From an optimization exercise on the open Yosys and OpenROAD flow, aimed at small area; shortcuts taken in it are not production practice. Where RTL was checked, it was by simulation tests only, not by an equivalence proof against the original. Function not checked in run 2: the RTL went through the layout flow alone. No activity file was given, so power comes from the tool's default toggle rates.

`design/flow/flow/run.sh`:
```
#!/bin/bash
# Own layout flow: the standard ORFS flow, with an area-oriented synthesis
# (no full/half-adder extraction, an area-mapping ABC script), small port
# buffers and a clock tree without dummy loads. Each tool's output goes to a
# log of its own in this folder.
set -euo pipefail
W=$(pwd)
F=$W/flow

# Synthesis script: ORFS's synth.tcl with the ABC script swapped for ours.
sed -e "s|log_cmd abc {\*}\$abc_args|log_cmd abc -script $F/area.abc {*}[lrange \$abc_args 2 end]|" \
    "$FLOW_HOME/scripts/synth.tcl" > "$W/own_synth_body.tcl"
grep -q "area.abc" "$W/own_synth_body.tcl"
sed -e "s|\$::env(SCRIPTS_DIR)/synth.tcl|$W/own_synth_body.tcl|" synth_recipe.tcl > "$W/own_synth.tcl"
grep -q own_synth_body "$W/own_synth.tcl"

# standard.sh with our synthesis script and extra knobs.
# flow/knobs.txt: one extra make variable assignment per line.
EXTRA="ADDER_MAP_FILE="
while IFS= read -r line; do
  [[ -z "$line" || "$line" == \#* ]] && continue
  EXTRA="$EXTRA '$line'"
done < "$F/knobs.txt"
sed -e "s|SYNTH_SCRIPT=[^ ]*|SYNTH_SCRIPT=$W/own_synth.tcl $EXTRA|" standard.sh > "$W/own_standard.sh"
grep -q own_synth "$W/own_standard.sh"

bash "$W/own_standard.sh" finish > "$W/flow_make.log" 2>&1
```
`design/flow/flow/area.abc`:
```
strash
dch -f
map -D 3000
topo
stime -c
buffer -p
upsize -D 3000
dnsize -D 3000
```
`design/flow/flow/knobs.txt`:
```
BUFFER_PORTS_ARGS=-buffer_cell sky130_fd_sc_hd__buf_1
CTS_ARGS=-sink_clustering_enable -repair_clock_nets -dont_use_dummy_load -buf_list sky130_fd_sc_hd__clkbuf_4 -sink_clustering_size 12 -sink_clustering_max_diameter 60
```
`design/flow/standard.sh`:
```
#!/bin/bash
# synth_recipe.tcl (not shown) runs the flow's synth.tcl, then flattens the netlist and writes it again
# the make line also repeats each setting of config.mk as NAME=value (left out here)
make -C /OpenROAD-flow-scripts/flow DESIGN_CONFIG=/design/flow/config.mk WORK_HOME=/design/flow/orfs CLKGATE_MAP_FILE= SYNTH_SCRIPT=/design/flow/synth_recipe.tcl "${@:-finish}"
```
`design/flow/config.mk`:
```
export PLATFORM = sky130hd
export DESIGN_NAME = LDST_SEQUENCER
export DESIGN_NICKNAME = LDST_SEQUENCER
export VERILOG_FILES = /design/flow/design.v
export SDC_FILE = /design/flow/constraint.sdc
export NUM_CORES = 4
export LEC_CHECK = 0
export CAP_MARGIN = 20
export CORE_MARGIN = 2
export CORE_UTILIZATION = 40
export GPL_TIMING_DRIVEN = 0
export SETUP_SLACK_MARGIN = 0.1
export SLEW_MARGIN = 20
```
`design/flow/constraint.sdc`:
```
create_clock -name core_clock -period 3.5 [get_ports {clock}]
set_input_delay 0.7000 -clock core_clock [delete_from_list [all_inputs] [get_ports {clock}]]
set_output_delay 0.7000 -clock core_clock [all_outputs]
set_load 0.01 [all_outputs]
```
`design/flow/design.v`:
```
module LDST_SEQUENCER (
    input           clock,
    input           clock_enable,
    input           reset,
    output  [15:0]  instruction_bus_address,
    input   [12:0]  instruction_bus_data,
    output  [7:0]   io_bus_address,
    output  [7:0]   io_bus_data_out,
    input   [7:0]   io_bus_data_in,
    output          io_bus_out,
    output          io_bus_in
);
    wire    [11:0]  ins = instruction_bus_data[11:0];
    wire    [7:0]   d   = ins[7:0];
    wire    transfer    = ~ins[11] & ~ins[10];
    wire    load        = transfer & ~ins[8];
    wire    store       = transfer &  ins[8];
    wire    ld_bus      = load & ~ins[9];
    wire    subroutine  = ~ins[11] & ins[10];
    wire    call        = subroutine & ~ins[8];
    wire    ret         = subroutine &  ins[8];
    wire    internal    = ~|d[7:2];
    wire    sel_a       = internal & (d[1:0] == 2'd0);
    wire    sel_b       = internal & (d[1:0] == 2'd1);
    wire    sel_f       = internal & (d[1:0] == 2'd2);
    wire    sel_alu     = internal & (d[1:0] == 2'd3);
    wire    ex_store    = clock_enable & store;
    wire    ex_load     = clock_enable & load;
    reg     [7:0]   work;
    reg     [7:0]   reg_a;
    reg     [7:0]   reg_b;
    reg     [7:0]   alu_op;
    reg             flag_o, flag_c, flag_z;
    reg     [15:0]  pc;
    wire    [7:0]   op2     = alu_op[3] ? {8{alu_op[1]}} : (reg_b ^ {8{alu_op[1]}});
    wire            cin     = alu_op[1] ? ~(alu_op[0] & ~flag_c) : (alu_op[0] & flag_c);
    wire    [7:0]   g       = reg_a & op2;
    wire    [7:0]   p       = reg_a ^ op2;
    wire    [8:0]   c;
    assign  c[0] = cin;
    genvar  i;
    generate
        for (i = 0; i < 8; i = i + 2) begin : carry_chain
            wire    gg = g[i+1] | (p[i+1] & g[i]);
            wire    pp = p[i+1] & p[i];
            assign  c[i+1] = g[i] | (p[i] & c[i]);
            assign  c[i+2] = gg | (pp & c[i]);
        end
    endgenerate
    wire    [2:0]   fn      = alu_op[7:5];
    wire            sel_p   = (fn == 3'b001) | (fn == 3'b010) | (fn == 3'b100);
    wire            sel_g   = (fn == 3'b000) | (fn == 3'b001);
    wire            is_add  = (fn == 3'b100);
    wire            is_shl  = (fn == 3'b101);
    wire            is_shr  = fn[2] & fn[1];
    wire    [7:0]   inv     = {8{alu_op[2]}};
    wire    [7:0]   pre_res   = ({8{sel_p}} & p) ^ inv;
    wire    [7:0]   k         = ({8{sel_g}} & g) | ({8{is_add}} & c[7:0]);
    wire    [7:0]   shl_res   = {reg_a[6:0], cin};
    wire    [7:0]   shr_res   = {cin | (alu_op[5] & reg_a[7]), reg_a[7:1]};
    wire    [7:0]   sh_res    = (is_shl ? shl_res : shr_res) ^ inv;
    wire            is_sh     = is_shl | is_shr;
    wire    [7:0]   alu_res   = is_sh ? sh_res : (pre_res ^ k);
    wire            c_out   = is_add ? c[8] : (is_shl ? reg_a[7] : (is_shr ? reg_a[0] : flag_c));
    wire            o_out   = is_add ? (~(reg_a[7] ^ op2[7]) & (reg_a[7] ^ p[7] ^ c[7])) : flag_o;
    wire            z_out   = ~|alu_res;
    wire    [7:0]   int_data =  ({8{sel_a}} & reg_a)
                              | ({8{sel_b}} & reg_b)
                              | ({8{sel_f}} & {5'd0, flag_o, flag_c, flag_z});
    wire    [7:0]   load_data = ins[9] ? d : (internal ? int_data : io_bus_data_in);
    wire            ld_alu    = ex_load & ~ins[9] & sel_alu;
    always @(posedge clock, posedge reset) begin
        if (reset)
            work <= 8'h00;
        else if (ld_alu)
            work <= alu_res;
        else if (ex_load)
            work <= load_data;
    end
    always @(posedge clock, posedge reset) begin
        if (reset) begin
            reg_a  <= 8'h00;
            reg_b  <= 8'h00;
            alu_op <= 8'h00;
        end else begin
            if (ex_store & sel_a)   reg_a  <= work;
            if (ex_store & sel_b)   reg_b  <= work;
            if (ex_store & sel_alu) alu_op <= work;
        end
    end
    always @(posedge clock, posedge reset) begin
        if (reset)
            {flag_o, flag_c, flag_z} <= 3'b000;
        else if (ex_store & sel_f)
            {flag_o, flag_c, flag_z} <= work[2:0];
        else if (ld_alu)
            {flag_o, flag_c, flag_z} <= {o_out, c_out, z_out};
    end
    reg     [15:0]  st0, st1, st2, st3;
    reg     [3:0]   valid;
    wire            push    = clock_enable & call;
    wire            pop     = clock_enable & ret;
    wire    [15:0]  pc_inc  = pc + {15'd0, clock_enable};
    wire            hold    = ~push & ~pop;
    always @(posedge clock) begin
        st0 <= ({16{push}} & pc_inc) | ({16{pop}} & st1) | ({16{hold}} & st0);
        st1 <= ({16{push}} & st0)    | ({16{pop}} & st2) | ({16{hold}} & st1);
        st2 <= ({16{push}} & st1)    | ({16{pop}} & st3) | ({16{hold}} & st2);
        if (push)
            st3 <= st2;
    end
    always @(posedge clock, posedge reset) begin
        if (reset)
            valid <= 4'd0;
        else if (push)
            valid <= {valid[2:0], 1'b1};
        else if (pop)
            valid <= {1'b0, valid[3:1]};
    end
    wire    taken   = ins[11] & (~|ins[10:8] | |(ins[10:8] & {flag_o, flag_c, flag_z}));
    wire    [15:0]  ret_addr = valid[0] ? st0 : 16'h0000;
    always @(posedge clock, posedge reset) begin
        if (reset)
            pc <= 16'h0000;
        else if (clock_enable & ret)
            pc <= ret_addr;
        else if (clock_enable & (call | taken))
            pc <= {work, d};
        else
            pc <= pc_inc;
    end
    assign  instruction_bus_address = pc;
    assign  io_bus_address          = d;
    assign  io_bus_data_out         = work;
    assign  io_bus_out              = store;
    assign  io_bus_in               = ld_bus;
endmodule
```
==> impl_metrics.csv, run 1 <==
group,metric,value,unit
layout,nets,837,
power,p_total,3.09,mW
clocking,clock_path_buffers,2,
global_route,grt_pass1_wl,28700,um
run_status,status,"timing/DRC/antenna clean",
clocking,cts_hold_buf,0,
floorplan,die_width,125,um
worst_setup_path,cp.buffers_inverters,1,
detailed_routing,num_vias,5632,
detailed_routing,wl_per_cell,18.6,um
sta,clock_skew,0.0451,ns
global_route,grt_max_degree,55,
logic_synthesis,synth_fp_nets,762,
worst_setup_path,required,3.91,ns
logic_synthesis,synth_fa_ha_area_frac,0,
logic_synthesis,synth_area_per_cell,7.94,um^2
detailed_routing,final_antenna_net_count,0,
logic_synthesis,seq_area_frac_synth,0.476,
sta,hold_violations,0,
floorplan,die_h,125,um
logic_synthesis,synth_top_family_by_area,"compound AO/OA/AOI/OAI gates",
layout,drive_above_1_share,0.0580,
logic_synthesis,synth-compound-area-share,0.249,
layout,n_fill_cell,1482,
logic_synthesis,netlist_area,5860,um^2
logic_synthesis,synth_cell_type_count,36,
layout,final_common_cell,"nand2_1",
hold_path,worstHoldPathType,"in -> async",
detailed_routing,first_pass_iters,5,
detailed_routing,drcViolationCount,0,
power,p_leak,2.69,nW
worst_setup_path,critical_path_class,"reg -> reg",
layout,layout_common_cells,"nand2_1, o21ai_0, inv_1",
floorplan,rows,44,
sta,period_share,0.893,
layout,synthToLayoutAreaGrowth,11.4,%
detailed_routing,drtIter0Drc,417,
sta,worst_slew_pin_slew,1.06,ns
worst_setup_path,critPathArrivalTime,3.53,ns
worst_setup_path,cpMaxStageDelayCell,"dfrtp_1",
power,p_per_area,473,nW/um^2
logic_synthesis,yosys.area_share.simple,0.152,
worst_setup_path,crit_fanout,8,
floorplan,initial_core_util,0.406,
clocking,clockRootBuffer,"clkbuf_4",
floorplan,core-area,14400,um^2
clocking,tritoncts,"yes",
detailed_routing,drt_wl_total,18500,um
worst_setup_path,reg2reg_slack,0.38,ns
clocking,path_clk_slew,0.09,ns
worst_setup_path,crit_path_cell_trace,"xnor2_4 -> nand2_1 -> o21ai_0 -> inv_1 -> nor2_1 -> nor2_1 -> a21oi_1 -> o21ai_1 -> a221oi_2 -> o22ai_1 -> o21ai_0 -> nand2_1 -> a221oi_1 -> o21ai_0",
worst_setup_path,cp_common_cell,"o21ai_0",
global_route,grt_pass1_vias,5301,
sta,rsz0062_at_grt,"false",
sta,min_period,3.12,ns
sta,max_freq,320,MHz
logic_synthesis,synth_seq_cells,118,
global_route,antenna_found_initial,1,
worst_setup_path,startpoint_type,"register",
global_route,track_usage,0.237,
sta,maxSlewHeadroom,0.288,
logic_synthesis,synth_xor_area_frac,0.0314,
clocking,insertion_delay,0.55,ns
placed_design,gp_congestion,0.943,
placed_design,dp.cells,977,
placed_design,portBuffers,55,
layout,fin_cells,996,
logic_synthesis,yosys_warnings,1,
sta,finalMaxSlewViolations,0,
detailed_routing,vias_per_cell,5.65,
worst_setup_path,cpPeakStageDelay,0.46,ns
clocking,htreeDepth,4,
clocking,numCtsBuffers,17,
logic_synthesis,synth_cells,738,
placed_design,dp_hpwl,13600,um
floorplan,dieArea,15600,um^2
floorplan,pin_count,58,
sta,setup_viol,0,
global_route,overflow,0,
worst_setup_path,crit_family,"compound AO/OA/AOI/OAI gates",
clocking,clock_sinks,118,
power,ir_drop,0.160,mV
logic_synthesis,synth_mux_area_frac,0,
job,timing.max_cap.violations,0,
worst_setup_path,cp-end-kind,"register",
[cell usage after synthesis]
cell / n / area share
o211ai_1: 2 / 0.0026
inv_1: 95 / 0.061
o31ai_1: 1 / 0.0013
clkinv_1: 2 / 0.0013
dfrtp_1: 54 / 0.23
nor3_1: 12 / 0.010
o221ai_1: 3 / 0.0045
nand2_1: 112 / 0.072
a22o_1: 1 / 0.0015
nand3b_1: 2 / 0.0026
and2_1: 2 / 0.0021
a31oi_1: 3 / 0.0032
a32oi_1: 1 / 0.0015
buf_4: 8 / 0.010
or2_2: 2 / 0.0021
xor2_1: 18 / 0.027
clkbuf_1: 30 / 0.019
edfxtp_1: 16 / 0.082
a22oi_1: 58 / 0.074
nor3b_1: 1 / 0.0013
xnor2_1: 3 / 0.0045
o311ai_0: 1 / 0.0015
and3_1: 1 / 0.0011
o21ai_0: 106 / 0.090
a221oi_1: 7 / 0.010
nor4_1: 1 / 0.0011
o221a_2: 2 / 0.0038
o21a_1: 2 / 0.0026
nand3_1: 4 / 0.0034
dfxtp_1: 48 / 0.16
a21oi_1: 31 / 0.026
o22ai_1: 21 / 0.022
nor2_1: 84 / 0.054
a211oi_1: 1 / 0.0013
a311oi_1: 1 / 0.0015
nand4_1: 2 / 0.0021
[report_power, final]
| group | switching [mW] | internal [mW] | leakage, nW | total, mW |
|---|---|---|---|---|
| registers | 0.180 | 1.61 | 1.22 | 1.79 |
| logic | 0.397 | 0.236 | 1.39 | 0.634 |
| clock network | 0.441 | 0.221 | 0.0782 | 0.662 |
[cells by family (layout without fill, tap and decap cells)]
| logic type | Yosys count | in the layout |
|---|---|---|
| DFF | 118 | 118 |
| other | 0 | 1 |
| xor gates and xnor gates | 21 | 21 |
| and+or+nand+nor | 223 | 223 |
| buffers and inverters | 135 | 208 |
| AOI/OAI and AO/OA | 241 | 241 |
[layout make-up]
type,count,area (um^2),share of cell area
inverters,97,367,0.0562
multi-input cells,485,2620,0.401
plain buffers,38,174,0.0266
diodes,1,2.50,0.000383
flip-flops and latches,118,2790,0.428
well taps,184,230,0.0353
repair buffers,56,215,0.0330
clock buffers,17,128,0.0195
[registers in the layout, summed over array words and instances (netlist names)]
register  count
pc           16
st0          16
st1          16
st2          16
st3          16
reg_a         8
reg_b         8
work          8
alu_op        7
valid         4
flag_c        1
flag_o        1
flag_z        1
[repair_timing]
item	in CTS	in global routing
setup endpoints to repair	11	17
setup buffers	0	1
cloned	0	0
resized for setup	7	16
pin swaps	1	1
[per-stage QoR]
stage          hold slack (ns)  TNS (ns)  worst slack (ns)  area, um^2   util
6_report                 0.264         0             0.376        6530  0.453
5_1_grt                  0.296         0            0.0621        6530  0.453
4_1_cts                  0.253         0            0.0903        6460  0.448
3_5_place_dp             0.449     -8.21            -0.837        6300  0.437
3_3_place_gp             0.442    -11.97            -0.730        6300  0.437
2_1_floorplan            0.431         0             0.174        5860      -
[path summary, 6_finish.rpt]
| path | endpoint | cells past startpoint | from |
|---|---|---|---|
| setup / recovery | work[6]$_DFFE_PP0P_ | 14 | alu_op[1]$_DFFE_PP0P_ |
| hold / removal | flag_c$_DFFE_PP0P_ | 2 | reset |
| setup reg to reg | work[6]$_DFFE_PP0P_ | 14 | alu_op[1]$_DFFE_PP0P_ |
| hold reg to reg | st3[9]$_DFFE_PP_ | 0 | st2[9]$_DFF_P_ |
| max in group asynchronous | alu_op[5]$_DFFE_PP0P_ | 2 | reset |
| min in group core_clock | st3[9]$_DFFE_PP_ | 0 | st2[9]$_DFF_P_ |
[metal layers]
| metal | global-route usage | routed length (um) |
|---|---|---|
| met3 | 0.0548 | 1190 |
| met4 | 0.127 | 805 |
| met5 | 0 | 0 |
| met1 | 0.299 | 7890 |
| met2 | 0.377 | 8590 |
==> run 2: changes to the inputs <==
--- a/design/flow/design.v
+++ b/design/flow/design.v
@@ -53,27 +53,22 @@
     wire            is_add  = (fn == 3'b100);
     wire            is_shl  = (fn == 3'b101);
     wire            is_shr  = fn[2] & fn[1];
-    wire    [7:0]   inv     = {8{alu_op[2]}};
-    wire    [7:0]   pre_res   = ({8{sel_p}} & p) ^ inv;
-    wire    [7:0]   k         = ({8{sel_g}} & g) | ({8{is_add}} & c[7:0]);
+    wire    [7:0]   logic_res = ({8{sel_p}} & p) ^ (({8{sel_g}} & g) | ({8{is_add}} & c[7:0]));
     wire    [7:0]   shl_res   = {reg_a[6:0], cin};
     wire    [7:0]   shr_res   = {cin | (alu_op[5] & reg_a[7]), reg_a[7:1]};
-    wire    [7:0]   sh_res    = (is_shl ? shl_res : shr_res) ^ inv;
-    wire            is_sh     = is_shl | is_shr;
-    wire    [7:0]   alu_res   = is_sh ? sh_res : (pre_res ^ k);
+    wire    [7:0]   res_mux   = is_shl ? shl_res : (is_shr ? shr_res : logic_res);
+    wire    [7:0]   alu_res   = res_mux ^ {8{alu_op[2]}};
     wire            c_out   = is_add ? c[8] : (is_shl ? reg_a[7] : (is_shr ? reg_a[0] : flag_c));
-    wire            o_out   = is_add ? (~(reg_a[7] ^ op2[7]) & (reg_a[7] ^ p[7] ^ c[7])) : flag_o;
+    wire            o_out   = is_add ? (~(reg_a[7] ^ op2[7]) & (reg_a[7] ^ logic_res[7])) : flag_o;
     wire            z_out   = ~|alu_res;
     wire    [7:0]   int_data =  ({8{sel_a}} & reg_a)
                               | ({8{sel_b}} & reg_b)
-                              | ({8{sel_f}} & {5'd0, flag_o, flag_c, flag_z});
+                              | ({8{sel_f}} & {5'd0, flag_o, flag_c, flag_z})
+                              | ({8{sel_alu}} & alu_res);
     wire    [7:0]   load_data = ins[9] ? d : (internal ? int_data : io_bus_data_in);
-    wire            ld_alu    = ex_load & ~ins[9] & sel_alu;
     always @(posedge clock, posedge reset) begin
         if (reset)
             work <= 8'h00;
-        else if (ld_alu)
-            work <= alu_res;
         else if (ex_load)
             work <= load_data;
     end
@@ -93,7 +88,7 @@
             {flag_o, flag_c, flag_z} <= 3'b000;
         else if (ex_store & sel_f)
             {flag_o, flag_c, flag_z} <= work[2:0];
-        else if (ld_alu)
+        else if (ex_load & ~ins[9] & sel_alu)
             {flag_o, flag_c, flag_z} <= {o_out, c_out, z_out};
     end
     reg     [15:0]  st0, st1, st2, st3;
@@ -118,16 +113,17 @@
             valid <= {1'b0, valid[3:1]};
     end
     wire    taken   = ins[11] & (~|ins[10:8] | |(ins[10:8] & {flag_o, flag_c, flag_z}));
-    wire    [15:0]  ret_addr = valid[0] ? st0 : 16'h0000;
+    wire            sel_ret = clock_enable & ret & valid[0];
+    wire            sel_jmp = clock_enable & (call | taken);
+    wire            sel_inc = ~(clock_enable & (ret | call | taken));
+    wire    [15:0]  pc_next = ({16{sel_ret}} & st0)
+                            | ({16{sel_jmp}} & {work, d})
+                            | ({16{sel_inc}} & pc_inc);
     always @(posedge clock, posedge reset) begin
         if (reset)
             pc <= 16'h0000;
-        else if (clock_enable & ret)
-            pc <= ret_addr;
-        else if (clock_enable & (call | taken))
-            pc <= {work, d};
         else
-            pc <= pc_inc;
+            pc <= pc_next;
     end
     assign  instruction_bus_address = pc;
     assign  io_bus_address          = d;
==> design/flow/flow/area.abc (replaced) <==
strash
&get -n
&dch -f
&nf -R 1000
&put
topo
buffer -p
upsize -D 3000
dnsize -D 3000
==> design/flow/flow/knobs.txt (replaced) <==
BUFFER_PORTS_ARGS=-buffer_cell sky130_fd_sc_hd__buf_1
CTS_ARGS=-sink_clustering_enable -repair_clock_nets -dont_use_dummy_load -buf_list sky130_fd_sc_hd__clkbuf_4
==> run 2 against run 1 <==
Net effect:
- now fails the layout checks on setup timing
- critical endpoint is now flag_c$_DFFE_PP0P_
- largest cell class unchanged
- clock power is 4.8% lower
- synthesized area is 4.1% lower
- sequential share of layout area is 0.83 points higher
- flip-flop and latch count stayed put
==> impl_metrics.csv, run 2 <==
group,metric,value,unit
hold_path,worstHoldPathType,"in -> async",
layout,drive_above_1_share,0.142,
sta,worst_slew_pin_slew,0.998,ns
floorplan,core-area,13800,um^2
clocking,tritoncts,"yes",
worst_setup_path,cp-startpoint,"alu_op[1]$_DFFE_PP0P_",
sta,finalMaxSlewViolations,0,
global_route,overflow,0,
sta,hold_violations,0,
worst_setup_path,r2r-start,"alu_op[1]$_DFFE_PP0P_",
power,p_int,2.05,mW
layout,synthToLayoutAreaGrowth,13.9,%
power,p_sw,907,uW
sta,hold_ws,0.290,ns
worst_setup_path,r2r_cells,22,
power,p_clk_frac,0.213,
run_status,status,"complete, but fails checks",
global_route,grt_max_degree,55,
layout,fin_cells,841,
detailed_routing,drtIter0Drc,465,
placed_design,portBuffers,53,
logic_synthesis,yosys_warnings,1,
clocking,clock_path_buffers,2,
placed_design,dp_hpwl,11700,um
worst_setup_path,crit_fanout,6,
clocking,path_clk_slew,0.09,ns
layout,final_common_cell,"buf_1",
worst_setup_path,cp.buffers_inverters,11,
worst_setup_path,cpMaxStageDelayCell,"dfrtp_2",
detailed_routing,wl_per_cell,18.6,um
floorplan,dieArea,15000,um^2
global_route,track_usage,0.217,
logic_synthesis,yosysMostFrequentCell,"o21ai_0",
logic_synthesis,ys_dominant_reg_cell,"dfrtp_1",
sta,min_period,3.62,ns
power,ir_drop,0.326,mV
placed_design,dp.cells,808,
global_route,grt_pass1_vias,4582,
worst_setup_path,reg2reg_slack,-0.12,ns
worst_setup_path,cpPeakStageDelay,0.45,ns
logic_synthesis,yosys.area.top_type,"dfrtp_1",
detailed_routing,first_pass_iters,6,
layout,nets,687,
floorplan,die_width,123,um
detailed_routing,num_vias,4789,
worst_setup_path,cp_common_cell,"buf_4",
power,p_per_area,461,nW/um^2
power,p_leak,2.69,nW
worst_setup_path,critical_path_class,"reg -> reg",
sta,max_freq,276,MHz
global_route,antenna_found_initial,0,
worst_setup_path,critPathArrivalTime,4.04,ns
sta,rsz0062_at_grt,"true",
clocking,cts_hold_buf,0,
logic_synthesis,synth_commonest_cells,"o21ai_0, dfrtp_1, dfxtp_1",
floorplan,initial_core_util,0.407,
logic_synthesis,synth_cell_type_count,42,
worst_setup_path,cp_num_cells,22,
layout,layout_common_cells,"buf_1, o21ai_0, dfrtp_1",
logic_synthesis,netlist_area,5630,um^2
logic_synthesis,seq_area_frac_synth,0.496,
floorplan,pin_count,58,
worst_setup_path,r2r-end,"flag_c$_DFFE_PP0P_",
logic_synthesis,synthTopCellsByArea,"dfrtp_1, dfxtp_1, edfxtp_1",
floorplan,rows,43,
clocking,numCtsBuffers,17,
worst_setup_path,crit_family,"buffers and inverters",
clocking,clock_sinks,118,
logic_synthesis,async_flop_share,0.458,
sta,timing.final.ws_setup,-0.118,ns
layout,diodes,0,
logic_synthesis,synthDominantCellAreaShare,0.240,
job,timing.max_cap.violations,0,
placed_design,gp_congestion,0.938,
layout,regArea,2790,um^2
global_route,grt_pass1_wl,24800,um
worst_setup_path,cp-end-kind,"register",
worst_setup_path,startpoint_type,"register",
sta,period_share,1.03,
power,swShare,0.307,
clocking,insertion_delay,0.51,ns
logic_synthesis,synth_area_per_cell,9.80,um^2
detailed_routing,drt_wl_total,15600,um
detailed_routing,vias_per_cell,5.69,
sta,clock_skew,0.0318,ns
logic_synthesis,synth_fp_nets,598,
floorplan,die_h,123,um
power,power_frac_comb,0.160,
clocking,htreeDepth,4,
power,seqPwrFrac,0.627,
logic_synthesis,synth-edff-count,16,
power,p_total,2.95,mW
worst_setup_path,required,3.92,ns
detailed_routing,drcViolationCount,0,
sta,setup_viol,2,
clocking,clockRootBuffer,"clkbuf_4",
layout,n_fill_cell,1313,
sta,maxSlewHeadroom,0.330,
detailed_routing,final_antenna_net_count,0,
worst_setup_path,endpoint,"flag_c$_DFFE_PP0P_",
logic_synthesis,synth_cells,574,
logic_synthesis,synth_seq_cells,118,
worst_setup_path,crit_path_cell_trace,"xnor2_4 -> buf_6 -> buf_6 -> mux2_2 -> nand2_2 -> maj3_2 -> o31ai_4 -> a31oi_2 -> o21ai_1 -> inv_1 -> buf_4 -> buf_4 -> buf_4 -> buf_4 -> buf_4 -> buf_4 -> buf_4 -> buf_4 -> a21oi_1 -> a2bb2oi_1 -> o21ai_1 -> mux2_4",
run_status,violations,"setup timing",
sta,setup-tns-final,-0.167,ns
layout,multi_input_area,2590,um^2
run 2: cell types whose count changed in the layout (fill, tap and decap cells not counted), sizes merged, moves of 14 or more:
cell,before,now
o21ai,106,64
o22ai,21,7
buf,63,79
a222oi,0,34
a22oi,58,39
nor2,84,26
inv,95,41
mux2,0,30
nand2,112,47
xnor2,3,22
run 2: worst min path at each step:
stage / startpoint / endpoint / slack [ns] / cells after the start
finish: reset / valid[1]$_DFFE_PP0P_ / 0.29 / 2
global route: reset / valid[1]$_DFFE_PP0P_ / 0.29 / 2
CTS: reset / valid[1]$_DFFE_PP0P_ / 0.27 / 2
detailed placement: st2[14]$_DFF_P_ / st3[14]$_DFFE_PP_ / 0.45 / 0
global placement: st2[11]$_DFF_P_ / st3[11]$_DFFE_PP_ / 0.44 / 0
floorplan: st2[15]$_DFF_P_ / st3[15]$_DFFE_PP_ / 0.43 / 0
run 2: cell type report:
cell class / instances / share of cell area
plain buffers: 39 / 0.0281
multi-input cells: 375 / 0.404
clock buffers: 17 / 0.0199
flip-flops and latches: 118 / 0.436
well taps: 180 / 0.0351
repair buffers: 70 / 0.0517
inverters: 42 / 0.0250
run 2: kinds of logic (layout without fill, tap and decap cells):
group           after synthesis  in the layout  share of synthesized area
flops                       118            118                      0.496
buf+inv                      81            168                     0.0596
mux                          35             35                     0.0689
xor+xnor                     35             35                     0.0558
fa+ha+maj                     1              1                    0.00178
compound gates              187            187                      0.223
simple gates                117            117                     0.0948
run 2: power groups by stage:
stage,combinational [mW],clock [mW],sequential (mW)
global route,0.540,0.718,1.88
global placement,0.457,0,1.86
CTS,0.474,0.661,1.85
floorplan,0.302,0,1.82
finish,0.472,0.630,1.85
detailed placement,0.469,0,1.88
run 2: worst register-to-register path, cell delays in order, from the launching register on:
cell and delay, ns:
dfrtp_2 0.45, xnor2_4 0.29, buf_6 0.14, buf_6 0.08
mux2_2 0.20, nand2_2 0.08, maj3_2 0.35, o31ai_4 0.08
a31oi_2 0.16, o21ai_1 0.15, inv_1 0.08, buf_4 0.14
buf_4 0.12, buf_4 0.12, buf_4 0.12, buf_4 0.12
buf_4 0.12, buf_4 0.12, buf_4 0.12, a21oi_1 0.15
a2bb2oi_1 0.09, o21ai_1 0.12, mux2_4 0.15
run 2: what timing repair did:
action,in CTS,in global routing
setup buffers,12,3
setup endpoints to repair,5,5
pin swaps,12,13
resized for setup,16,12
run 2: layer usage:
layer  GRT usage  share of wire
met5           0              0
met4      0.0668          0.015
met3      0.0479          0.042
met2       0.363           0.50
met1       0.281           0.44
run 2: metrics by stage:
stage	area, um^2	worst slack [ns]	utilization
4_1_cts	6340	0.0171	0.459
5_1_grt	6410	-0.315	0.463
3_5_place_dp	6070	-0.525	0.439
2_1_floorplan	5630	0.234	-
6_report	6410	-0.118	0.463
3_3_place_gp	6050	-0.444	0.438
==> run 3: changes to the inputs <==
--- a/design/flow/design.v
+++ b/design/flow/design.v
@@ -56,21 +56,32 @@
     wire    [7:0]   logic_res = ({8{sel_p}} & p) ^ (({8{sel_g}} & g) | ({8{is_add}} & c[7:0]));
     wire    [7:0]   shl_res   = {reg_a[6:0], cin};
     wire    [7:0]   shr_res   = {cin | (alu_op[5] & reg_a[7]), reg_a[7:1]};
-    wire    [7:0]   res_mux   = is_shl ? shl_res : (is_shr ? shr_res : logic_res);
+    wire    [7:0]   res_mux   = ({8{is_shl}} & shl_res)
+                              | ({8{is_shr}} & shr_res)
+                              | ({8{~(is_shl | is_shr)}} & logic_res);
     wire    [7:0]   alu_res   = res_mux ^ {8{alu_op[2]}};
-    wire            c_out   = is_add ? c[8] : (is_shl ? reg_a[7] : (is_shr ? reg_a[0] : flag_c));
+    wire            c_out   = (is_add & c[8]) | (is_shl & reg_a[7]) | (is_shr & reg_a[0]) | (~alu_op[7] & flag_c);
     wire            o_out   = is_add ? (~(reg_a[7] ^ op2[7]) & (reg_a[7] ^ logic_res[7])) : flag_o;
     wire            z_out   = ~|alu_res;
-    wire    [7:0]   int_data =  ({8{sel_a}} & reg_a)
-                              | ({8{sel_b}} & reg_b)
-                              | ({8{sel_f}} & {5'd0, flag_o, flag_c, flag_z})
-                              | ({8{sel_alu}} & alu_res);
-    wire    [7:0]   load_data = ins[9] ? d : (internal ? int_data : io_bus_data_in);
+    wire            ld_reg  = ex_load & ~ins[9];
+    wire            w_imm   = ex_load & ins[9];
+    wire            w_io    = ld_reg & ~internal;
+    wire            w_a     = ld_reg & sel_a;
+    wire            w_b     = ld_reg & sel_b;
+    wire            w_f     = ld_reg & sel_f;
+    wire            w_alu   = ld_reg & sel_alu;
+    wire    [7:0]   work_next = ({8{w_imm}} & d)
+                              | ({8{w_io}}  & io_bus_data_in)
+                              | ({8{w_a}}   & reg_a)
+                              | ({8{w_b}}   & reg_b)
+                              | ({8{w_f}}   & {5'd0, flag_o, flag_c, flag_z})
+                              | ({8{w_alu}} & alu_res)
+                              | ({8{~ex_load}} & work);
     always @(posedge clock, posedge reset) begin
         if (reset)
             work <= 8'h00;
-        else if (ex_load)
-            work <= load_data;
+        else
+            work <= work_next;
     end
     always @(posedge clock, posedge reset) begin
         if (reset) begin
@@ -88,7 +99,7 @@
             {flag_o, flag_c, flag_z} <= 3'b000;
         else if (ex_store & sel_f)
             {flag_o, flag_c, flag_z} <= work[2:0];
-        else if (ex_load & ~ins[9] & sel_alu)
+        else if (w_alu)
             {flag_o, flag_c, flag_z} <= {o_out, c_out, z_out};
     end
     reg     [15:0]  st0, st1, st2, st3;
==> design/flow/config.mk (replaced) <==
export PLATFORM = sky130hd
export DESIGN_NAME = LDST_SEQUENCER
export DESIGN_NICKNAME = LDST_SEQUENCER
export VERILOG_FILES = /design/flow/design.v
export SDC_FILE = /design/flow/constraint.sdc
export NUM_CORES = 4
export LEC_CHECK = 0
export CAP_MARGIN = 0
export CORE_MARGIN = 2
export CORE_UTILIZATION = 40
export GPL_TIMING_DRIVEN = 0
export SETUP_SLACK_MARGIN = 0.05
export SLEW_MARGIN = 0
==> run 3 against run 2 <==
Net effect:
- the run now finishes clean
- largest cell class unchanged
- clock skew is 0.0097 ns higher
- worst setup slack better by 0.26 ns
- clock power is 1% higher
- wire length is 2.0% lower
==> impl_metrics.csv, run 3 <==
group,metric,value,unit
logic_synthesis,yosys_warnings,1,
logic_synthesis,yosys.area_share.simple,0.107,
logic_synthesis,synth_seq_cells,118,
layout,final_common_cell,"buf_1",
floorplan,dieArea,14800,um^2
worst_setup_path,cp_common_cell,"xor2_1",
worst_setup_path,r2r-start,"alu_op[1]$_DFFE_PP0P_",
layout,layout_common_cells,"buf_1, dfrtp_1, dfxtp_1",
worst_setup_path,required,3.93,ns
run_status,status,"timing/DRC/antenna clean",
detailed_routing,first_pass_iters,8,
worst_setup_path,reg2reg_slack,0.14,ns
logic_synthesis,synth-edff-count,16,
logic_synthesis,synth_xor_area_frac,0.0507,
worst_setup_path,crit_path_cell_trace,"xnor2_4 -> mux2i_2 -> xor2_1 -> o211ai_1 -> o21ai_2 -> o31ai_4 -> buf_4 -> a22oi_1 -> xnor2_1 -> a221oi_2 -> xor2_1 -> nand3_1 -> nor4_4 -> a21oi_1 -> o21ai_1",
job,timing.max_cap.violations,0,
logic_synthesis,netlist_area,5520,um^2
sta,max_freq,298,MHz
logic_synthesis,yosys.area.top_type,"dfrtp_1",
placed_design,portBuffers,56,
sta,setup_viol,0,
logic_synthesis,synth_cells,541,
placed_design,dp_hpwl,11300,um
layout,final_cell_area,6220,um^2
clocking,clock_sinks,118,
floorplan,pin_count,58,
sta,period_share,0.960,
sta,min_period,3.36,ns
floorplan,die_width,122,um
worst_setup_path,cp.buffers_inverters,1,
global_route,grt_pass1_vias,4474,
layout,multi_input_area,2480,um^2
power,p_total,2.99,mW
worst_setup_path,cpMaxStageDelayCell,"dfrtp_2",
global_route,track_usage,0.216,
power,p_leak,2.60,nW
clocking,tritoncts,"yes",
logic_synthesis,yosysMostFrequentCell,"dfrtp_1",
logic_synthesis,synth_commonest_cells,"dfrtp_1, dfxtp_1, a222oi_1",
layout,diodes,0,
detailed_routing,wl_per_cell,19.2,um
clocking,clock_path_buffers,2,
placed_design,dpl-instance-area,5970,um^2
layout,regArea,2790,um^2
worst_setup_path,crit_fanout,7,
layout,nets,645,
clocking,numCtsBuffers,17,
logic_synthesis,synth-compound-area-share,0.212,
global_route,overflow,0,
logic_synthesis,synthDominantCellAreaShare,0.245,
worst_setup_path,cp-end-kind,"register",
clocking,path_clk_slew,0.11,ns
sta,worst_slew_pin_slew,1.28,ns
clocking,htreeDepth,4,
detailed_routing,num_vias,4641,
layout,n_fill_cell,1319,
clocking,cts_hold_buf,0,
floorplan,die_h,122,um
sta,clock_skew,0.0415,ns
detailed_routing,final_antenna_net_count,0,
layout,synthToLayoutAreaGrowth,12.6,%
worst_setup_path,critical_path_class,"reg -> reg",
detailed_routing,drtIter0Drc,396,
hold_path,worstHoldPathType,"in -> async",
placed_design,gp_congestion,0.845,
logic_synthesis,synth_fp_nets,565,
floorplan,initial_core_util,0.414,
logic_synthesis,synthTopCellsByArea,"dfrtp_1, dfxtp_1, edfxtp_1",
global_route,grt_max_degree,35,
logic_synthesis,async_flop_share,0.458,
logic_synthesis,ys_dominant_reg_cell,"dfrtp_1",
power,ir_drop,0.272,mV
worst_setup_path,cpPeakStageDelay,0.45,ns
worst_setup_path,startpoint_type,"register",
detailed_routing,drt_wl_total,15300,um
logic_synthesis,synth_area_per_cell,10.2,um^2
global_route,antenna_found_initial,0,
worst_setup_path,r2r-end,"flag_z$_DFFE_PP0P_",
sta,rsz0062_at_grt,"false",
logic_synthesis,synth_cell_type_count,46,
clocking,insertion_delay,0.53,ns
sta,hold_violations,0,
sta,maxSlewHeadroom,0.147,
worst_setup_path,critPathArrivalTime,3.79,ns
logic_synthesis,synth_fa_ha_area_frac,0.00181,
layout,drive_above_1_share,0.111,
worst_setup_path,r2r_cells,15,
sta,finalMaxSlewViolations,0,
logic_synthesis,synth_top_family_by_area,"compound AO/OA/AOI/OAI gates",
clocking,clockRootBuffer,"clkbuf_4",
power,p_per_area,481,nW/um^2
floorplan,core-area,13300,um^2
global_route,grt_pass1_wl,24400,um
detailed_routing,drcViolationCount,0,
detailed_routing,vias_per_cell,5.84,
logic_synthesis,seq_area_frac_synth,0.506,
worst_setup_path,crit_family,"compound AO/OA/AOI/OAI gates",
floorplan,rows,42,
logic_synthesis,synth_mux_area_frac,0.0618,
run 3: timing repair:
action,in CTS,in global routing
buffers inserted,2,2
setup endpoints to repair,7,1
gates resized for setup,11,8
pin swaps,3,3
run 3: cell families (layout without fill, tap and decap cells):
kind of cell | after synthesis | count (layout)
muxes | 31 | 31
and+or+nand+nor | 125 | 125
AOI/OAI and AO/OA | 153 | 153
buffers and inverters | 81 | 159
adders and majority gates | 1 | 1
DFF | 118 | 118
xor gates and xnor gates | 32 | 32
run 3: how the worst max path moves through the flow:
stage,from,to,depth (start not counted)
floorplan,alu_op[1]$_DFFE_PP0P_,flag_z$_DFFE_PP0P_,15
CTS,alu_op[1]$_DFFE_PP0P_,flag_z$_DFFE_PP0P_,14
global route,alu_op[1]$_DFFE_PP0P_,flag_z$_DFFE_PP0P_,15
global placement,alu_op[1]$_DFFE_PP0P_,flag_z$_DFFE_PP0P_,15
finish,alu_op[1]$_DFFE_PP0P_,flag_z$_DFFE_PP0P_,15
detailed placement,alu_op[1]$_DFFE_PP0P_,flag_z$_DFFE_PP0P_,15
run 3: final cells by class:
| type | instances | share of cell area |
|---|---|---|
| clock buffer | 17 | 0.0205 |
| sequential | 118 | 0.449 |
| multi-input combinational | 342 | 0.399 |
| inverter | 42 | 0.0253 |
| buffer | 39 | 0.0286 |
| timing repair buffer | 61 | 0.0418 |
| tap | 176 | 0.0354 |
run 3: per-stage QoR:
step	hold WS [ns]	setup TNS, ns	setup slack [ns]	cells	utilization
6_report	0.170	0	0.139	795	0.466
2_1_floorplan	0.430	0	0.312	541	-
5_1_grt	0.162	0	0.0476	795	0.466
4_1_cts	0.137	0	0.0676	793	0.463
3_3_place_gp	0.442	-1.10	-0.765	773	0.446
3_5_place_dp	0.453	-1.23	-0.770	774	0.448
run 3: where the power goes:
part / internal [mW] / switching [mW]
combinational: 0.230 / 0.264
sequential: 1.62 / 0.244
clock: 0.221 / 0.416
run 3: worst reg2reg max path, delay by kind of cell, from the launching register on:
family | cells | cell delay (ns)
simple gates | 2 | 0.49
compound gates | 7 | 1.14
flops | 1 | 0.45
mux | 1 | 0.14
buf+inv | 1 | 0.16
xor+xnor | 4 | 0.87
run 3: per-layer routing:
layer / wire [um] / GRT usage / vias up / part of all wire
li1: - / - / 2180 / -
met3: 893 / 0.0418 / 28 / 0.058
met1: 6570 / 0.281 / 2272 / 0.43
met5: 0 / 0 / - / 0
met2: 7470 / 0.353 / 161 / 0.49
met4: 364 / 0.0948 / 0 / 0.024
==> run 4: changes to the inputs <==
--- a/design/flow/config.mk
+++ b/design/flow/config.mk
@@ -9,5 +9,5 @@
 export CORE_MARGIN = 2
 export CORE_UTILIZATION = 40
 export GPL_TIMING_DRIVEN = 0
-export SETUP_SLACK_MARGIN = 0.05
+export SETUP_SLACK_MARGIN = 0
 export SLEW_MARGIN = 0
==> run 4 against run 3 <==
Net effect:
- combinational power barely moved
- wire length increased by 0.46%
- flip-flop and latch count stayed put
- register-to-register slack got worse by 0.02 ns
- sequential power about the same
- sequential share of layout area grew 0.054 points
- via count down 0.52%
- cell area is 0.12% lower
- synthesized cell count unchanged
- power about the same
- utilization down 0.056 points
- critical endpoint unchanged
- largest power group unchanged
==> impl_metrics.csv, run 4 <==
group,metric,value,unit
logic_synthesis,yosys.area.top_type,"dfrtp_1",
layout,drive_above_1_share,0.110,
hold_path,worstHoldPathType,"in -> async",
detailed_routing,num_vias,4617,
sta,setup_viol,0,
power,p_total,2.99,mW
worst_setup_path,crit_family,"compound AO/OA/AOI/OAI gates",
sta,worst_slew_pin_slew,1.28,ns
clocking,path_clk_slew,0.11,ns
sta,min_period,3.38,ns
layout,nets,644,
clocking,insertion_delay,0.53,ns
layout,synthToLayoutAreaGrowth,12.5,%
logic_synthesis,synth_fp_nets,565,
global_route,grt_pass1_wl,24400,um
logic_synthesis,synth_seq_cells,118,
floorplan,core-area,13300,um^2
run_status,status,"timing/DRC/antenna clean",
global_route,antenna_found_initial,0,
worst_setup_path,r2r-end,"flag_z$_DFFE_PP0P_",
worst_setup_path,critPathArrivalTime,3.79,ns
worst_setup_path,reg2reg_slack,0.12,ns
sta,maxSlewHeadroom,0.149,
job,timing.max_cap.violations,0,
layout,n_fill_cell,1318,
worst_setup_path,cp.buffers_inverters,1,
placed_design,dp.cells,774,
worst_setup_path,startpoint_type,"register",
worst_setup_path,critical_path_class,"reg -> reg",
detailed_routing,first_pass_iters,8,
worst_setup_path,cpMaxStageDelayCell,"dfrtp_2",
layout,layout_common_cells,"buf_1, dfrtp_1, dfxtp_1",
worst_setup_path,cpPeakStageDelay,0.45,ns
worst_setup_path,cp_common_cell,"xor2_1",
logic_synthesis,synth_cell_type_count,46,
logic_synthesis,synth-edff-count,16,
detailed_routing,wl_per_cell,19.4,um
floorplan,rows,42,
worst_setup_path,cp-end-kind,"register",
placed_design,portBuffers,56,
logic_synthesis,synth_cells,541,
logic_synthesis,synth_area_per_cell,10.2,um^2
power,ir_drop,0.273,mV
global_route,overflow,0,
worst_setup_path,crit_path_cell_trace,"xnor2_4 -> mux2i_2 -> xor2_1 -> o211ai_1 -> o21ai_2 -> o31ai_4 -> buf_4 -> a22oi_1 -> xnor2_1 -> a221oi_2 -> xor2_1 -> nand3_1 -> nor4_4 -> a21oi_1 -> o21ai_0",
logic_synthesis,netlist_area,5520,um^2
worst_setup_path,r2r-start,"alu_op[1]$_DFFE_PP0P_",
layout,final_common_cell,"buf_1",
logic_synthesis,yosysMostFrequentCell,"dfrtp_1",
floorplan,die_h,122,um
clocking,htreeDepth,4,
power,p_leak,2.60,nW
logic_synthesis,async_flop_share,0.458,
floorplan,pin_count,58,
sta,setup-tns-final,0,ns
logic_synthesis,synthTopCellsByArea,"dfrtp_1, dfxtp_1, edfxtp_1",
clocking,numCtsBuffers,17,
clocking,tritoncts,"yes",
detailed_routing,vias_per_cell,5.81,
logic_synthesis,seq_area_frac_synth,0.506,
worst_setup_path,crit_fanout,7,
sta,finalMaxSlewViolations,0,
logic_synthesis,yosys_warnings,1,
layout,fin_cells,794,
floorplan,initial_core_util,0.414,
logic_synthesis,ys_dominant_reg_cell,"dfrtp_1",
floorplan,die_width,122,um
clocking,clock_path_buffers,2,
sta,max_freq,296,MHz
clocking,clockRootBuffer,"clkbuf_4",
worst_setup_path,required,3.91,ns
detailed_routing,drtIter0Drc,485,
sta,hold_ws,0.176,ns
logic_synthesis,synth_commonest_cells,"dfrtp_1, dfxtp_1, a222oi_1",
layout,final_util,0.465,
layout,diodes,0,
power,p_per_area,482,nW/um^2
detailed_routing,drt_wl_total,15400,um
global_route,grt_max_degree,35,
global_route,grt_pass1_vias,4474,
sta,period_share,0.965,
global_route,track_usage,0.216,
logic_synthesis,synthDominantCellAreaShare,0.245,
worst_setup_path,r2r_cells,15,
layout,final_cell_area,6210,um^2
sta,hold_violations,0,
floorplan,dieArea,14800,um^2
sta,clock_skew,0.0433,ns
sta,timing.final.ws_setup,0.122,ns
detailed_routing,drcViolationCount,0,
placed_design,dp_slack,-0.770,ns
placed_design,dp_hpwl,11300,um
clocking,clock_sinks,118,
detailed_routing,final_antenna_net_count,0,
placed_design,gp_congestion,0.845,
placed_design,dpl-instance-area,5970,um^2
-- run 4: changes by cell type in the layout (fill, tap and decap cells not counted), sizes merged --
cell / before / now
buf: 71 / 70
-- run 4: repair_timing --
item / 4_1_cts / 5_1_grt
pin swaps: 3 / 2
setup buffers: 2 / 1
resized for setup: 10 / 8
hold buffers: 0 / 0
endpoints found under the setup margin: 5 / 1
endpoints found under the hold margin: 0 / 0
-- run 4: area by class of cell --
cell class	count	area, um^2	share of cell area
plain buffers	39	178	0.0286
clock buffers	17	128	0.0205
inverters	42	158	0.0254
multi-input cells	342	2480	0.400
flip-flops and latches	118	2790	0.450
well taps	176	220	0.0354
repair buffers	60	253	0.0407
-- run 4: layer usage --
metal | share of wire | up-vias | wire length (um) | GRT usage
met5 | 0 | - | 0 | 0
met4 | 0.020 | 0 | 305 | 0.0948
met3 | 0.059 | 21 | 908 | 0.0423
met2 | 0.49 | 156 | 7570 | 0.353
met1 | 0.43 | 2262 | 6580 | 0.281
li1 | - | 2178 | - | -
-- run 4: worst max-delay path by stage --
| stage | start | to | cells past startpoint |
|---|---|---|---|
| 2_1_floorplan | alu_op[1]$_DFFE_PP0P_ | flag_z$_DFFE_PP0P_ | 15 |
| 5_1_grt | alu_op[1]$_DFFE_PP0P_ | flag_z$_DFFE_PP0P_ | 15 |
| 3_3_place_gp | alu_op[1]$_DFFE_PP0P_ | flag_z$_DFFE_PP0P_ | 15 |
| 3_5_place_dp | alu_op[1]$_DFFE_PP0P_ | flag_z$_DFFE_PP0P_ | 15 |
| 4_1_cts | alu_op[3]$_DFFE_PP0P_ | flag_z$_DFFE_PP0P_ | 15 |
| 6_report | alu_op[1]$_DFFE_PP0P_ | flag_z$_DFFE_PP0P_ | 15 |
-- run 4: logic make-up (layout without fill, tap and decap cells) --
family | Yosys count | in the layout | share of synthesized area
buffers and inverters | 81 | 158 | 0.0605
muxes | 31 | 31 | 0.0618
adders and majority gates | 1 | 1 | 0.00181
DFF | 118 | 118 | 0.506
AOI/OAI and AO/OA | 153 | 153 | 0.212
xor gates and xnor gates | 32 | 32 | 0.0507
and+or+nand+nor | 125 | 125 | 0.107
-- run 4: power by group --
part	leakage [nW]	switching, mW	internal [mW]
Clock	0.0782	0.415	0.221
Combinational	1.26	0.264	0.229
Sequential	1.26	0.247	1.62
==> run 5: changes to the inputs <==
==> design/flow/config.mk (replaced) <==
export PLATFORM = sky130hd
export DESIGN_NAME = LDST_SEQUENCER
export DESIGN_NICKNAME = LDST_SEQUENCER
export VERILOG_FILES = /design/flow/design.v
export SDC_FILE = /design/flow/constraint.sdc
export NUM_CORES = 4
export LEC_CHECK = 0
export CAP_MARGIN = 20
export CORE_MARGIN = 2
export CORE_UTILIZATION = 40
export GPL_TIMING_DRIVEN = 0
export SETUP_SLACK_MARGIN = 0.1
export SLEW_MARGIN = 20
==> run 5 against run 4 <==
Net effect:
- still clean
- first-iteration DRC count rose by 3.3%
- combinational power is essentially flat
- synthesized cell count did not move
- flip-flop and latch count did not move
- sequential power hardly changed
- worst hold slack better by 0.089 ns
- global-route usage about the same
- synthesized area did not move
- fmax is 0.48% higher
- critical path depth did not move
- sequential share of layout area down 0.63 points
- worst setup slack better by 0.016 ns
==> impl_metrics.csv, run 5 <==
group,metric,value,unit
logic_synthesis,synth_cells,541,
job,timing.max_cap.violations,0,
power,p_per_area,476,nW/um^2
logic_synthesis,synth_commonest_cells,"dfrtp_1, dfxtp_1, a222oi_1",
sta,hold_violations,0,
logic_synthesis,yosys.area_share.simple,0.107,
placed_design,portBuffers,56,
logic_synthesis,synth_top_family_by_area,"compound AO/OA/AOI/OAI gates",
detailed_routing,num_vias,4631,
detailed_routing,dr_wl_met3,834,um
detailed_routing,drcViolationCount,0,
sta,setup-tns-final,0,ns
floorplan,pin_count,58,
sta,worst_slew_pin_slew,1.09,ns
logic_synthesis,synth_xor_area_frac,0.0507,
logic_synthesis,synthTopCellsByArea,"dfrtp_1, dfxtp_1, edfxtp_1",
detailed_routing,drt_wl_total,15500,um
logic_synthesis,synth_area_per_cell,10.2,um^2
placed_design,gp_congestion,0.845,
clocking,clock_path_buffers,2,
power,ir_drop,0.282,mV
layout,nets,648,
global_route,overflow,0,
worst_setup_path,crit_path_cell_trace,"xnor2_4 -> mux2i_4 -> xor2_2 -> o211ai_1 -> o21ai_2 -> o31ai_4 -> a31oi_2 -> o21ai_2 -> a21oi_2 -> xnor2_2 -> a221oi_2 -> xnor2_2 -> nor4_4 -> a21oi_1 -> o21ai_1",
worst_setup_path,cp.buffers_inverters,0,
worst_setup_path,crit_family,"compound AO/OA/AOI/OAI gates",
logic_synthesis,yosys.area.top_type,"dfrtp_1",
logic_synthesis,synth_cell_type_count,46,
logic_synthesis,synth_fp_nets,565,
placed_design,dp_hpwl,11200,um
logic_synthesis,synthDominantCellAreaShare,0.245,
detailed_routing,vias_per_cell,5.80,
logic_synthesis,synth_fa_ha_area_frac,0.00181,
detailed_routing,final_antenna_net_count,0,
detailed_routing,first_pass_iters,5,
clocking,clock_sinks,118,
logic_synthesis,synth-edff-count,16,
sta,clock_skew,0.0328,ns
worst_setup_path,cpMaxStageDelayCell,"dfrtp_2",
global_route,grt_pass1_vias,4557,
logic_synthesis,seq_area_frac_synth,0.506,
layout,fin_cells,798,
worst_setup_path,crit_fanout,5,
logic_synthesis,synth-compound-area-share,0.212,
logic_synthesis,synth_mux_area_frac,0.0618,
layout,n_fill_cell,1315,
worst_setup_path,required,3.93,ns
worst_setup_path,cpPeakStageDelay,0.45,ns
floorplan,dieArea,14800,um^2
worst_setup_path,cp-end-kind,"register",
clocking,numCtsBuffers,17,
layout,multi_input_area,2530,um^2
logic_synthesis,ys_dominant_reg_cell,"dfrtp_1",
logic_synthesis,yosys_warnings,1,
layout,synthToLayoutAreaGrowth,14.1,%
detailed_routing,dr_wl_met2,7400,um
global_route,track_usage,0.217,
layout,drive_above_1_share,0.130,
global_route,grt_max_degree,55,
layout,layout_common_cells,"buf_1, dfrtp_1, dfxtp_1",
sta,setup_viol,0,
layout,final_common_cell,"buf_1",
floorplan,rows,42,
detailed_routing,drtIter0Drc,501,
sta,max_freq,297,MHz
clocking,htreeDepth,4,
sta,min_period,3.36,ns
sta,finalMaxSlewViolations,0,
hold_path,worstHoldPathType,"in -> async",
sta,rsz0062_at_grt,"true",
clocking,insertion_delay,0.53,ns
clocking,path_clk_slew,0.10,ns
floorplan,core-area,13300,um^2
sta,maxSlewHeadroom,0.267,
logic_synthesis,synth_seq_cells,118,
sta,period_share,0.961,
layout,regArea,2790,um^2
placed_design,dpl-instance-area,5960,um^2
floorplan,initial_core_util,0.414,
power,p_leak,2.65,nW
floorplan,die_width,122,um
global_route,antenna_found_initial,0,
worst_setup_path,startpoint_type,"register",
global_route,grt_pass1_wl,24400,um
detailed_routing,drt-met1-wl,6870,um
placed_design,dp.cells,773,
detailed_routing,maxUsedRoutingLayer,"met4",
layout,final_cell_area,6300,um^2
clocking,tritoncts,"yes",
worst_setup_path,critical_path_class,"reg -> reg",
logic_synthesis,yosysMostFrequentCell,"dfrtp_1",
floorplan,die_h,122,um
logic_synthesis,netlist_area,5520,um^2
logic_synthesis,async_flop_share,0.458,
worst_setup_path,critPathArrivalTime,3.79,ns
layout,diodes,0,
run_status,status,"timing/DRC/antenna clean",
detailed_routing,wl_per_cell,19.5,um
clocking,clockRootBuffer,"clkbuf_4",
-- run 5: cell types whose count changed in the layout (fill, tap and decap cells not counted), sizes merged --
cell,change
buf,+3
clkbuf,+1
-- run 5: final timing paths --
path	startpoint	endpoint	slack [ns]	depth (start not counted)
setup / recovery	alu_op[1]$_DFFE_PP0P_	flag_z$_DFFE_PP0P_	0.14	15
hold / removal	reset	valid[1]$_DFFE_PP0P_	0.27	2
hold reg to reg	st3[2]$_DFFE_PP_	st2[2]$_DFF_P_	0.47	2
max in group asynchronous	reset	alu_op[1]$_DFFE_PP0P_	2.71	2
setup reg to reg	alu_op[1]$_DFFE_PP0P_	flag_z$_DFFE_PP0P_	0.14	15
min in group core_clock	st3[2]$_DFFE_PP_	st2[2]$_DFF_P_	0.47	2
-- run 5: layer usage --
metal  vias to the layer above  track usage
met5                         -            0
met4                         0        0.103
met3                        33       0.0517
met2                       151        0.344
met1                      2249        0.280
li1                       2198            -
-- run 5: kinds of logic after synthesis --
group / Yosys count
compound gates: 153
simple gates: 125
flops: 118
buf+inv: 81
xor+xnor: 32
mux: 31
fa+ha+maj: 1
-- run 5: power breakdown --
group	switching (mW)	total [mW]	internal [mW]	leakage (nW)
combinational	0.265	0.493	0.228	1.31
sequential	0.249	1.87	1.62	1.26
clock	0.422	0.643	0.221	0.0782
total	0.936	3.00	2.07	2.65
-- run 5: area by class of cell --
class | count | area share
plain buffers | 39 | 0.0290
clock buffers | 17 | 0.0203
inverters | 42 | 0.0254
multi-input cells | 342 | 0.402
flip-flops and latches | 118 | 0.443
well taps | 176 | 0.0349
repair buffers | 64 | 0.0449
-- run 5: stage by stage --
stage | hold slack, ns | setup slack, ns | total power [mW] | utilization
after global routing | 0.288 | 0.0389 | 3.16 | 0.472
after CTS | 0.259 | 0.142 | 3.02 | 0.463
after floorplan | 0.430 | 0.312 | 2.14 | -
after detailed placement | 0.453 | -0.758 | 2.37 | 0.446
after global placement | 0.442 | -0.765 | 2.35 | 0.446
final | 0.265 | 0.138 | 3.00 | 0.472
-- run 5: timing repair --
item                       in CTS  in global routing
resized for setup              14                 15
hold endpoints to repair        0                  0
buffers inserted                3                  5
pin swaps                       3                 11
hold buffers                    0                  0
setup endpoints to repair       7                  2
==> run 6: changes to the inputs <==
==> design/flow/flow/area.abc (replaced) <==
strash
&get -n
&dch -f
&nf -R 1000
&put
topo
stime -c
==> design/flow/config.mk (replaced) <==
export PLATFORM = sky130hd
export DESIGN_NAME = LDST_SEQUENCER
export DESIGN_NICKNAME = LDST_SEQUENCER
export VERILOG_FILES = /design/flow/design.v
export SDC_FILE = /design/flow/constraint.sdc
export NUM_CORES = 4
export LEC_CHECK = 0
export CAP_MARGIN = 0
export CORE_MARGIN = 2
export CORE_UTILIZATION = 40
export GPL_TIMING_DRIVEN = 0
export SETUP_SLACK_MARGIN = 0.05
export SLEW_MARGIN = 0
==> run 6 against run 5 <==
Net effect:
- final cell count fell by 3.3%
- power down 1.0%
- sequential power is essentially flat
- wire length decreased by 6.4%
- die area shrank 2.0%
- via count is 0.32% lower
- flip-flop and latch count did not move
- register-to-register slack improved by 0.05 ns
- first-iteration DRC count down 13%
- critical path depth shrank 2
==> impl_metrics.csv, run 6 <==
group,metric,value,unit
logic_synthesis,netlist_area,5410,um^2
worst_setup_path,r2r_cells,13,
power,p_clk_frac,0.214,
logic_synthesis,synth_cells,510,
clocking,clockRootBuffer,"clkbuf_4",
clocking,insertion_delay,0.53,ns
logic_synthesis,yosys_warnings,1,
detailed_routing,first_pass_iters,9,
sta,setup-tns-final,0,ns
floorplan,core-area,13200,um^2
detailed_routing,drt-met1-wl,6500,um
sta,period_share,0.946,
detailed_routing,final_antenna_net_count,0,
sta,hold_violations,0,
detailed_routing,dr_wl_met2,6890,um
placed_design,dp_hpwl,9750,um
detailed_routing,drt_wl_total,14500,um
worst_setup_path,crit_fanout,8,
clocking,numCtsBuffers,17,
floorplan,pin_count,58,
clocking,clock_sinks,118,
logic_synthesis,async_flop_share,0.458,
logic_synthesis,synth_fp_nets,534,
logic_synthesis,synth_cell_type_count,42,
logic_synthesis,synth_xor_area_frac,0.0518,
layout,final_common_cell,"buf_1",
power,p_per_area,480,nW/um^2
logic_synthesis,synthDominantCellAreaShare,0.250,
floorplan,rows,42,
floorplan,die_h,120,um
placed_design,gp_congestion,0.858,
hold_path,worstHoldPathType,"in -> async",
sta,maxSlewHeadroom,0.242,
layout,multi_input_area,2490,um^2
worst_setup_path,critPathArrivalTime,3.75,ns
detailed_routing,drcViolationCount,0,
sta,hold_ws,0.0971,ns
layout,synthToLayoutAreaGrowth,14.5,%
logic_synthesis,yosysMostFrequentCell,"dfrtp_1",
layout,final_util,0.468,
layout,final_cell_area,6190,um^2
logic_synthesis,yosys.area_share.simple,0.110,
logic_synthesis,yosys.area.top_type,"dfrtp_1",
sta,min_period,3.31,ns
detailed_routing,wl_per_cell,18.8,um
logic_synthesis,seq_area_frac_synth,0.517,
worst_setup_path,cp-end-kind,"register",
floorplan,die_width,120,um
layout,diodes,0,
sta,timing.final.ws_setup,0.189,ns
power,p_sw,904,uW
logic_synthesis,synth-compound-area-share,0.217,
detailed_routing,dr_wl_met3,949,um
logic_synthesis,synth_top_family_by_area,"compound AO/OA/AOI/OAI gates",
logic_synthesis,synth_commonest_cells,"dfrtp_1, dfxtp_1, a222oi_1, clkinv_1, nand2_1",
logic_synthesis,synth_fa_ha_area_frac,0.00185,
global_route,grt_pass1_vias,4467,
placed_design,dpl-instance-area,5910,um^2
floorplan,initial_core_util,0.408,
logic_synthesis,synth_seq_cells,118,
power,p_total,2.97,mW
clocking,htreeDepth,4,
placed_design,dp_slack,-0.801,ns
layout,n_fill_cell,1289,
worst_setup_path,startpoint_type,"register",
clocking,cts_hold_buf,0,
worst_setup_path,required,3.94,ns
layout,drive_above_1_share,0.0906,
detailed_routing,drtIter0Drc,434,
global_route,overflow,0,
layout,fin_cells,772,
run_status,status,"timing/DRC/antenna clean",
logic_synthesis,synthTopCellsByArea,"dfrtp_1, dfxtp_1, edfxtp_1",
power,p_leak,2.41,nW
detailed_routing,maxUsedRoutingLayer,"met4",
logic_synthesis,synth-edff-count,16,
logic_synthesis,synth_area_per_cell,10.6,um^2
sta,clock_skew,0.0243,ns
power,swShare,0.304,
global_route,grt_max_degree,53,
power,ir_drop,0.341,mV
global_route,grt_pass1_wl,23700,um
floorplan,dieArea,14500,um^2
detailed_routing,num_vias,4616,
sta,worst_slew_pin_slew,1.13,ns
sta,setup_viol,0,
placed_design,portBuffers,56,
clocking,tritoncts,"yes",
placed_design,dp.cells,745,
power,p_int,2.07,mW
layout,layout_common_cells,"buf_1, dfrtp_1, dfxtp_1",
detailed_routing,vias_per_cell,5.98,
layout,nets,622,
layout,regArea,2790,um^2
clocking,path_clk_slew,0.10,ns
global_route,antenna_found_initial,0,
logic_synthesis,synth_mux_area_frac,0.0632,
power,seqPwrFrac,0.620,
clocking,clock_path_buffers,2,
sta,finalMaxSlewViolations,0,
power,power_frac_comb,0.166,
sta,max_freq,302,MHz
job,timing.max_cap.violations,0,
logic_synthesis,ys_dominant_reg_cell,"dfrtp_1",
worst_setup_path,critical_path_class,"reg -> reg",
global_route,track_usage,0.211,
-- run 6: cell types whose count changed after synthesis, sizes merged --
cell    before  now
inv         41    0
clkbuf      30    0
buf          9    8
clkinv       1   42
-- run 6: what timing repair did --
action	CTS	global route
buffers inserted	2	8
resized for setup	7	11
cloned	0	0
pin swaps	2	8
setup endpoints to repair	7	1
-- run 6: cells by family after synthesis --
kind of cell	after synthesis
adders and majority gates	1
muxes	31
xor gates and xnor gates	32
buffers and inverters	50
and+or+nand+nor	125
DFF	118
AOI/OAI and AO/OA	153
-- run 6: final cells by class --
class / instances / share of cell area
Buffer: 8 / 0.00970
Clock buffer: 17 / 0.0206
Inverter: 42 / 0.0265
Multi-Input combinational cell: 342 / 0.402
Sequential cell: 118 / 0.451
Tap cell: 176 / 0.0356
Timing Repair Buffer: 69 / 0.0548
-- run 6: layer usage --
metal | up-vias | track usage
li1 | 2146 | -
met1 | 2289 | 0.282
met2 | 164 | 0.339
met3 | 17 | 0.0495
met4 | 0 | 0.0676
met5 | - | 0
-- run 6: worst paths after layout --
check,from,slack [ns],endpoint
max,alu_op[6]$_DFFE_PP0P_,0.19,flag_z$_DFFE_PP0P_
min in group core_clock,io_bus_data_in[4],0.45,work[4]$_DFF_PP0_
max in group asynchronous,reset,2.87,alu_op[3]$_DFFE_PP0P_
max reg2reg,alu_op[6]$_DFFE_PP0P_,0.19,flag_z$_DFFE_PP0P_
min,reset,0.1,pc[2]$_DFF_PP0_
min reg2reg,st3[2]$_DFFE_PP_,0.46,st2[2]$_DFF_P_
-- run 6: critical path, stage by stage, from the launching register on --
cell and delay (ns):
dfrtp_1 0.51, nor2_1 0.09, and2_0 0.38, a211oi_4 0.45, buf_4 0.20, nor2_1 0.05, xor2_1 0.14, a221oi_1 0.32
xnor2_1 0.15, nor4_1 0.23, nand3_1 0.15, nor4_2 0.34, a21oi_1 0.08, o21ai_1 0.15
-- run 6: power by group through the flow --
| stage | sequential, mW | clock (mW) | combinational [mW] |
|---|---|---|---|
| floorplan | 1.83 | 0 | 0.314 |
| global placement | 1.85 | 0 | 0.470 |
| detailed placement | 1.86 | 0 | 0.490 |
| CTS | 1.84 | 0.662 | 0.495 |
| global route | 1.87 | 0.714 | 0.555 |
| finish | 1.84 | 0.636 | 0.494 |

re-timing with driven ports:
In the flow no input, the clock included, has a driving cell. The finished layouts below were timed again as built, in two steps.
Step 1: set_driving_cell puts a clkbuf_16 on clock and a buf_2 on each other input, an assumption about the parent block.
Step 2 adds t to the input delays and takes it off the output delays; t is the mean of the earliest and latest rising clock arrival at the registers after step 1. Input paths then give back, and output paths get back, about the clock's delay inside the block.
a / b / c = no drivers / after step 1 / after step 2; a / b = the first two.
| run | shift t [ns] | setup WS [ns] | worst setup path after step 2 | clock arrival spread, ns |
|---|---|---|---|---|
| run 1 | 0.563 | 0.376 / 0.376 / -0.130 | input to register | 0.046 / 0.046 |
| run 2 | 0.528 | -0.118 / -0.118 / -0.118 | register to register | 0.044 / 0.043 |
| run 3 | 0.545 | 0.139 / 0.139 / -0.160 | input to register | 0.041 / 0.042 |
| run 4 | 0.540 | 0.122 / 0.122 / -0.181 | input to register | 0.043 / 0.044 |
| run 5 | 0.542 | 0.138 / 0.138 / -0.138 | input to register | 0.035 / 0.035 |
| run 6 | 0.548 | 0.189 / 0.189 / -0.220 | input to register | 0.024 / 0.024 |
Met with ideal ports but missed after step 2: setup timing in 5 of these runs. The setup slack of run 1, which loses most, moves by 0.000 ns with the drivers and by -0.506 ns with both steps.
